Context: an optimization exercise on an open-source flow, tuned for small area. The choices shown serve that exercise and are no tape-out recipe.
Function was checked by simulation only, so behaviour that the tests miss may differ from the original.
No driver is modelled on the clock port, so clock power and skew are understated where the tree is cut down; a real chip needs a root buffer or a tree.
Power is estimated from default activity; no workload was simulated.

Setup of willow:
==> flow/design.v (excerpt) <==
module calculator (
    input         clk,       
    input         reset,     
    input         newkey,    
    input  [4:0]  keycode,   
    output [23:0] value,     
    output [7:0]  digit,     
    output [7:0]  segment    
);
    wire key_digit = newkey & keycode[4];
    wire key_eq    = newkey & (keycode == 5'h01);
    wire key_op    = newkey & ~keycode[4] & (keycode[3:0] != 4'h1);
    reg [23:0] X;        
    reg [23:0] Y;        
    reg [23:0] R;        
    reg        op_add;   
    reg        op_mul;   
    reg [2:0]  dcnt;     
    assign value = X;
    wire full = (dcnt == 3'd6);
    always @(posedge clk or posedge reset) begin
        if (reset)
            X <= 24'd0;
        else if (key_op)
            X <= 24'd0;
        else if (key_eq)
            X <= R;
        else if (key_digit & ~full)
            X <= {X[19:0], keycode[3:0]};
    end
    always @(posedge clk or posedge reset) begin
        if (reset)
  ...
For scale: roughly 420 cells after synthesis, ~100 flip-flops, roughly 48 I/O pins, ~0.0050 mm^2 of cells after synthesis.
clock: 10.0 ns
lec_check: 0
cap_margin: 20
core_margin: 2
core_utilization: 40
cts_buf_list: sky130_fd_sc_hd__clkbuf_8
slew_margin: 20
run.sh (not shown) runs the stock make flow with config.mk's settings and CLKGATE_MAP_FILE= SYNTH_SCRIPT=/design/flow/synth_recipe.tcl, a recipe that flattens the netlist after the stock synthesis.
### willow -> fjord
-- flow/config.mk --
<<< willow, line 10
export CORE_UTILIZATION = 40
export CTS_BUF_LIST = sky130_fd_sc_hd__clkbuf_8
export SLEW_MARGIN = 20
>>> fjord, line 10
export CORE_UTILIZATION = 40
export SLEW_MARGIN = 20
## What came out
From willow to fjord the numbers moved as follows: share of the final layout cell area in multi-input gates lower; total number of multi-input combinational cells roughly the same; clock period minus final worst setup slack roughly the same. Compared with willow, fjord is hungrier on power. Worst setup slack: willow vs fjord, no meaningful difference. For slew at the pin with the worst max-slew slack, fjord and willow come out practically identical. Of willow and fjord, fjord shows the lower sequential share of layout area, with willow above it. Across both runs, worst hold slack across all endpoints was lower for fjord than for willow. Against willow as the reference, fjord delivers a higher routed wire length. Summary of fjord over willow: portion of total power attributed to sequential cells saw a decrease; met1 layer wirelength in the final routing saw a decrease.


calculator again, from the RTL that the note above started with.
Settings: LEC_CHECK=0, CAP_MARGIN=20, CORE_MARGIN=2, CORE_UTILIZATION=40, CTS_BUF_LIST=sky130_fd_sc_hd__clkbuf_8, SLEW_MARGIN=20; clock period 10.0 ns.
standard.sh (not shown) runs the stock make flow with config.mk's settings and CLKGATE_MAP_FILE= SYNTH_SCRIPT=/design/flow/synth_recipe.tcl, a recipe that flattens the netlist after the stock synthesis.
==> flow/flow/run.sh <==
#!/bin/bash
cp standard.sh standard_copy.log
export BUFFER_PORTS_ARGS="-buffer_cell sky130_fd_sc_hd__buf_1"
bash standard.sh > standard.log 2>&1
The starting point went through all stages and came out clean.
Change:
--- a/flow/flow/run.sh
+++ b/flow/flow/run.sh
@@ -3,0 +4 @@
+export RECOVER_POWER=100
Result: The changed run finished with capacitance limit, slew limit left. Cell count is unchanged. Hold slack is about the same. Total power is lower by 0.37%. Non-clock buffer count is unchanged. Die area stays the same. First-iteration DRC count goes down by 15%. Area after synthesis is unchanged. Utilization drops by 0.25 points. Global-route usage stays the same. Via count fell by 0.36%.
Change:
--- a/flow/flow/run.sh
+++ b/flow/flow/run.sh
@@ -4 +4 @@
-export RECOVER_POWER=100
+export CTS_ARGS="-sink_clustering_enable -repair_clock_nets -buf_list sky130_fd_sc_hd__clkbuf_8 -dont_use_dummy_load -sink_clustering_size 32 -sink_clustering_max_diameter 120"
This time the run produced a clean layout.
Utilization drops by 0.45 points.
Count of clock-buffer cells in the layout does not change.
Sequential power barely changes.
Final cell count drops by 0.95%.


calculator, a different RTL version from the one above (not shown whole).
Size: ~390 cells after synthesis, about 4300 um^2 of cells after synthesis.
Settings: LEC_CHECK=0, CAP_MARGIN=20, CORE_MARGIN=2, CORE_UTILIZATION=65, SLEW_MARGIN=20; clock period 10.0 ns.
==> flow/flow/run.sh <==
#!/bin/bash
# The standard layout with three changes:
#  - synthesis maps the logic with an area-oriented ABC script (flow/area.abc)
#    instead of ORFS's speed script; everything else in synthesis, including
#    the flip-flop mapping, is the standard synthesis unchanged;
#  - the port buffers are made from the smallest buffer cell;
#  - the clock tree is built by flow/clock_tree.tcl: six clkbuf_8, each
#    driving an equal share of the flip-flops, under one clkbuf_4 root.
set -euo pipefail
here=$PWD
# ORFS synth.tcl with only the ABC script replaced
sed "s#^source \$::env(SCRIPTS_DIR)/synth_preamble.tcl#&\nset abc_args [lreplace \$abc_args 1 1 $here/flow/area.abc]#" \
    "$FLOW_HOME/scripts/synth.tcl" > "$here/area_synth.tcl"
grep -q "area.abc" "$here/area_synth.tcl"
# The standard flow's synthesis wrapper, sourcing it
sed "s#^source \$::env(SCRIPTS_DIR)/synth.tcl#source $here/area_synth.tcl#" \
    "$here/synth_recipe.tcl" > "$here/area_synth_recipe.tcl"
grep -q "area_synth.tcl" "$here/area_synth_recipe.tcl"
sed "s#SYNTH_SCRIPT=[^ ]*#SYNTH_SCRIPT=$here/area_synth_recipe.tcl#" "$here/standard.sh" > "$here/area_standard.sh"
grep -q "area_synth_recipe.tcl" "$here/area_standard.sh"
export BUFFER_PORTS_ARGS="-buffer_cell sky130_fd_sc_hd__buf_1"
export PRE_CTS_TCL="$here/flow/clock_tree.tcl"
bash "$here/area_standard.sh" > "$here/flow.log" 2>&1
Other scripts of this flow, unchanged in this note and not shown: flow/flow/area.abc, flow/flow/clock_tree.tcl
Change:
CORE_UTILIZATION = 40   (was 65)
Effect:
- The changed run passed the timing, design-rule and antenna checks
- die area grows by 59%
- combinational power barely changes
- power hardly moves
- clock power stays flat
- clock skew is about the same
- via count falls by 4.1%
- flip-flop and latch count stays the same
- worst setup slack is better by 0.068 ns
- synthesized area does not change
- global-route usage goes down by 11 points
No run of this note takes its clock network from TritonCTS; it comes from the design's own scripts or RTL.


== main ==
Another version of the RTL of calculator (not shown whole).
For scale: ~390 cells after synthesis, about 99 flip-flops, about 4800 um2 of cells after synthesis.
==> flow/config.mk <==
export PLATFORM = sky130hd
export DESIGN_NAME = calculator
export DESIGN_NICKNAME = calculator
export VERILOG_FILES = /design/flow/design.v
export SDC_FILE = /design/flow/constraint.sdc
export NUM_CORES = 4
export LEC_CHECK = 0
export CAP_MARGIN = 20
export CORE_MARGIN = 2
export CORE_UTILIZATION = 40
export CTS_BUF_LIST = sky130_fd_sc_hd__clkbuf_8
export SLEW_MARGIN = 20
==> flow/constraint.sdc <==
create_clock -name core_clock -period 10.0 [get_ports {clk}]
set_input_delay 2.0000 -clock core_clock [delete_from_list [all_inputs] [get_ports {clk}]]
set_output_delay 2.0000 -clock core_clock [all_outputs]
set_load 0.01 [all_outputs]
==> flow/flow/run.sh <==
#!/bin/bash
cp standard.sh standard_copy.log
export BUFFER_PORTS_ARGS="-buffer_cell sky130_fd_sc_hd__buf_1"
export CTS_ARGS="-sink_clustering_enable -repair_clock_nets -buf_list sky130_fd_sc_hd__clkbuf_8 -dont_use_dummy_load"
bash standard.sh > standard.log 2>&1
Edits applied to the flow inputs when going from main to the feature branch:
Settings: CTS_BUF_LIST no longer set, was sky130_fd_sc_hd__clkbuf_8.
==> flow/flow/run.sh <==
#!/bin/bash
# The standard layout with three changes:
#  - synthesis maps the logic with an area-oriented ABC script (flow/area.abc)
#    instead of ORFS's speed script; everything else in synthesis, including
#    the flip-flop mapping, is the standard synthesis unchanged;
#  - the port buffers are made from the smallest buffer cell;
#  - the clock tree is built from clkbuf_8 without dummy balancing loads.
set -euo pipefail
here=$PWD
# ORFS synth.tcl with only the ABC script replaced
sed "s#^source \$::env(SCRIPTS_DIR)/synth_preamble.tcl#&\nset abc_args [lreplace \$abc_args 1 1 $here/flow/area.abc]#" \
    "$FLOW_HOME/scripts/synth.tcl" > "$here/area_synth.tcl"
grep -q "area.abc" "$here/area_synth.tcl"
# The standard flow's synthesis wrapper, sourcing it
sed "s#^source \$::env(SCRIPTS_DIR)/synth.tcl#source $here/area_synth.tcl#" \
    "$here/synth_recipe.tcl" > "$here/area_synth_recipe.tcl"
grep -q "area_synth.tcl" "$here/area_synth_recipe.tcl"
sed "s#SYNTH_SCRIPT=[^ ]*#SYNTH_SCRIPT=$here/area_synth_recipe.tcl#" "$here/standard.sh" > "$here/area_standard.sh"
grep -q "area_synth_recipe.tcl" "$here/area_standard.sh"
export BUFFER_PORTS_ARGS="-buffer_cell sky130_fd_sc_hd__buf_1"
export CTS_ARGS="-sink_clustering_enable -repair_clock_nets -buf_list sky130_fd_sc_hd__clkbuf_8 -dont_use_dummy_load"
bash "$here/area_standard.sh" > "$here/flow.log" 2>&1
==> flow/flow/area.abc (new file) <==
strash
&get -n
&st
&syn2
&synch2
&dch -f
&put
amap
Compared with main, the feature branch instantiates a larger number of cells. Per the comparison of the feature branch with main, total net switching power down about 5%, count of non-CTS inverters in the layout has increased, net total in the final layout shows an increase of 7.5%.


birch:
The RTL this note starts from:
==> flow/design.v <==
module hex2seg (input [3:0] number, output [6:0] pattern);
    wire [3:0] n = number;
    assign pattern[6] = (n[0]&~n[1]&~n[2]&~n[3]) | (~n[0]&~n[1]&n[2]&~n[3]) | (n[0]&n[1]&~n[2]&n[3]) | (n[0]&~n[1]&n[2]&n[3]);
    assign pattern[5] = (n[0]&~n[1]&n[2]&~n[3]) | (~n[0]&n[1]&n[2]&~n[3]) | (n[0]&n[1]&~n[2]&n[3]) | (~n[0]&~n[1]&n[2]&n[3]) | (~n[0]&n[1]&n[2]&n[3]) | (n[0]&n[1]&n[2]&n[3]);
    assign pattern[4] = (~n[0]&n[1]&~n[2]&~n[3]) | (~n[0]&~n[1]&n[2]&n[3]) | (~n[0]&n[1]&n[2]&n[3]) | (n[0]&n[1]&n[2]&n[3]);
    assign pattern[3] = (n[0]&~n[1]&~n[2]&~n[3]) | (~n[0]&~n[1]&n[2]&~n[3]) | (n[0]&n[1]&n[2]&~n[3]) | (~n[0]&n[1]&~n[2]&n[3]) | (n[0]&n[1]&n[2]&n[3]);
    assign pattern[2] = (n[0]&~n[1]&~n[2]&~n[3]) | (n[0]&n[1]&~n[2]&~n[3]) | (~n[0]&~n[1]&n[2]&~n[3]) | (n[0]&~n[1]&n[2]&~n[3]) | (n[0]&n[1]&n[2]&~n[3]) | (n[0]&~n[1]&~n[2]&n[3]);
    assign pattern[1] = (n[0]&~n[1]&~n[2]&~n[3]) | (~n[0]&n[1]&~n[2]&~n[3]) | (n[0]&n[1]&~n[2]&~n[3]) | (n[0]&n[1]&n[2]&~n[3]) | (n[0]&~n[1]&n[2]&n[3]);
    assign pattern[0] = (~n[0]&~n[1]&~n[2]&~n[3]) | (n[0]&~n[1]&~n[2]&~n[3]) | (n[0]&n[1]&n[2]&~n[3]) | (~n[0]&~n[1]&n[2]&n[3]);
endmodule
module calculator (
    input         clk,       
    input         reset,     
    input         newkey,    
    input  [4:0]  keycode,   
    output [23:0] value,     
    output [7:0]  digit,     
    output [7:0]  segment    
);
    wire key_digit = newkey & keycode[4];
    wire key_eq    = newkey & (keycode == 5'h01);
    wire key_op    = newkey & ~keycode[4] & (keycode[3:0] != 4'h1);
    reg [23:0] X;        
    reg [23:0] Y;        
    reg [23:0] R;        
    reg        op_add;   
    reg        op_mul;   
    reg [2:0]  dcnt;     
    assign value = X;
    wire full = (dcnt == 3'd6);
    always @(posedge clk or posedge reset) begin
        if (reset)
            X <= 24'd0;
        else if (key_op)
            X <= 24'd0;
        else if (key_eq)
            X <= (op_add | op_mul) ? R : 24'd0;
        else if (key_digit & ~full)
            X <= {X[19:0], keycode[3:0]};
    end
    always @(posedge clk or posedge reset) begin
        if (reset)
            dcnt <= 3'd0;
        else if (key_eq)
            dcnt <= 3'd0;
        else if (key_digit & ~full)
            dcnt <= dcnt + 3'd1;
    end
    always @(posedge clk or posedge reset) begin
        if (reset) begin
            op_add <= 1'b0;
            op_mul <= 1'b0;
        end else if (key_op) begin
            op_add <= (keycode[3:0] == 4'hA);
            op_mul <= (keycode[3:0] == 4'h2);
        end
    end
    always @(posedge clk)
        if (key_op)
            Y <= X;
    reg  [4:0] step;
    reg        a_sh, inj, b_x;
    wire done  = step[4] & step[3];
    wire [23:0] yrev;
    genvar gr;
    generate
        for (gr = 0; gr < 24; gr = gr + 1) begin : rev
            assign yrev[gr] = Y[23 - gr];
        end
    endgenerate
    wire yb = yrev[step];
    always @(posedge clk) begin
        if (newkey)
            step <= 5'd0;
        else if (~done)
            step <= step + 5'd1;
    end
    always @(posedge clk) begin
        a_sh <= ~done;
        inj  <= ~done & op_add & yb;
        b_x  <= ~done & (op_mul ? yb : (op_add & (step == 5'd23)));
    end
    wire [23:0] opa = {R[22:0], inj};
    wire [23:0] opb = {24{b_x}} & X;
    wire [23:0] sum;
    wire [24:0] cy;
    assign cy[0] = 1'b0;
    genvar gi;
    generate
        for (gi = 0; gi < 24; gi = gi + 1) begin : rca
            assign sum[gi]  = opa[gi] ^ opb[gi] ^ cy[gi];
            assign cy[gi+1] = (opa[gi] & opb[gi]) | (cy[gi] & (opa[gi] ^ opb[gi]));
        end
    endgenerate
    always @(posedge clk)
        if (a_sh)
            R <= sum;
    localparam [10:0] DIV_RESET = 11'd298;
    localparam [10:0] DIV_TICK  = 11'd438;
    reg [10:0] div;
    reg [2:0]  dsel;     
    wire tick = (div == DIV_TICK);
    always @(posedge clk or posedge reset) begin
        if (reset)
            div <= DIV_RESET;
        else
            div <= {div[9:0], ~(div[10] ^ div[1] ^ tick)};
    end
    always @(posedge clk or posedge reset) begin
        if (reset)
            dsel <= 3'b000;
        else if (tick)
            dsel <= {dsel[1:0], ~dsel[2]};
    end
    reg [3:0] nib;
    reg [7:0] dig;
    always @* begin
        case (dsel)
            3'b000: begin dig = 8'b11111110; nib = X[3:0];   end
            3'b001: begin dig = 8'b11111101; nib = X[7:4];   end
            3'b011: begin dig = 8'b11111011; nib = X[11:8];  end
            3'b111: begin dig = 8'b11110111; nib = X[15:12]; end
            3'b110: begin dig = 8'b11101111; nib = X[19:16]; end
            3'b100: begin dig = 8'b11011111; nib = X[23:20]; end
            default: begin dig = 8'b11111111; nib = 4'h0; end
        endcase
    end
    assign digit = dig;
    wire [6:0] pattern;
    hex2seg h2s (.number(nib), .pattern(pattern));
    assign segment = {pattern, 1'b1};
endmodule
export LEC_CHECK = 0
export CAP_MARGIN = 20
export CORE_MARGIN = 2
export CORE_UTILIZATION = 40
export SLEW_MARGIN = 20
create_clock -name core_clock -period 10.0 [get_ports {clk}]
==> flow/flow/run.sh <==
#!/bin/bash
# The standard layout with three changes:
#  - synthesis maps the logic with an area-oriented ABC script (flow/area.abc)
#    instead of ORFS's speed script; everything else in synthesis, including
#    the flip-flop mapping, is the standard synthesis unchanged;
#  - the port buffers are made from the smallest buffer cell;
#  - the clock tree is built from clkbuf_8 without dummy balancing loads.
set -euo pipefail
here=$PWD
# ORFS synth.tcl with only the ABC script replaced
sed "s#^source \$::env(SCRIPTS_DIR)/synth_preamble.tcl#&\nset abc_args [lreplace \$abc_args 1 1 $here/flow/area.abc]#" \
    "$FLOW_HOME/scripts/synth.tcl" > "$here/area_synth.tcl"
grep -q "area.abc" "$here/area_synth.tcl"
# The standard flow's synthesis wrapper, sourcing it
sed "s#^source \$::env(SCRIPTS_DIR)/synth.tcl#source $here/area_synth.tcl#" \
    "$here/synth_recipe.tcl" > "$here/area_synth_recipe.tcl"
grep -q "area_synth.tcl" "$here/area_synth_recipe.tcl"
sed "s#SYNTH_SCRIPT=[^ ]*#SYNTH_SCRIPT=$here/area_synth_recipe.tcl#" "$here/standard.sh" > "$here/area_standard.sh"
grep -q "area_synth_recipe.tcl" "$here/area_standard.sh"
export BUFFER_PORTS_ARGS="-buffer_cell sky130_fd_sc_hd__buf_1"
export CTS_ARGS="-sink_clustering_enable -repair_clock_nets -buf_list sky130_fd_sc_hd__clkbuf_8 -dont_use_dummy_load"
bash "$here/area_standard.sh" > "$here/flow.log" 2>&1
==> flow/flow/area.abc <==
strash
&get -n
&st
&syn2
&synch2
&dch -f
&put
amap
Input changes introduced in maple (baseline for comparison: birch):
==> flow/flow/area.abc <==
strash
&get -n
&st
&deepsyn -I 20 -J 50
&dch -f
&put
amap
## What came out
- Compare birch and maple | via count of the first global-routing pass higher: birch
- maple: no failed stages, no open violations at the end
- Comparing birch and maple, the higher multi-input gate count was measured on maple.
- Between birch and maple, the maximum frequency is lower for birch.
- maple vs. birch: maximum fanout encountered on the critical timing path went up by 1.
- On utilization: between birch and maple, it ends up lower for birch.

re-timing with driven ports:
No port has a modelled driver above. Below, the same layouts with a new extraction and two added sets of constraints. Step 1, drivers: a clkbuf_16 drives clk and a buf_2 each remaining input, both assumed. Step 2, shift: input delay + t, output delay - t, t = (earliest + latest rising clock arrival at the registers) / 2. This alone moves slack from input paths to output paths. Slacks: no drivers / after step 1 / after step 2; pairs: no drivers / after step 1.
run | t, ns | setup WS [ns] | worst hold slack (ns) | worst setup path after step 2 | cell pins on the clock port's net
willow | 0.410 | 0.283 / 0.283 / 0.283 | 0.393 / 0.393 / 0.393 | register to register | 1
fjord | 0.389 | 0.284 / 0.284 / 0.284 | 0.387 / 0.387 / 0.387 | register to register | 1
the first run of note 2 | 0.401 | 0.248 / 0.248 / 0.248 | 0.387 / 0.387 / 0.387 | register to register | 1
the second run of note 2 | 0.401 | 0.248 / 0.248 / 0.248 | 0.390 / 0.390 / 0.390 | register to register | 1
the third run of note 2 | 0.390 | 0.268 / 0.268 / 0.268 | 0.387 / 0.387 / 0.387 | register to register | 1
the first run of note 3 | 0.454 | 0.280 / 0.280 / 0.280 | 0.377 / 0.377 / 0.377 | register to register | 1
the second run of note 3 | 0.452 | 0.349 / 0.349 / 0.349 | 0.381 / 0.381 / 0.381 | register to register | 1
main | 0.387 | 0.276 / 0.276 / 0.276 | 0.376 / 0.376 / 0.376 | register to register | 1
the feature branch | 0.397 | 0.293 / 0.293 / 0.293 | 0.375 / 0.375 / 0.375 | register to register | 1
birch | 0.382 | 0.289 / 0.289 / 0.289 | 0.364 / 0.364 / 0.364 | register to register | 1
maple | 0.377 | 0.423 / 0.423 / 0.423 | 0.375 / 0.375 / 0.375 | register to register | 1
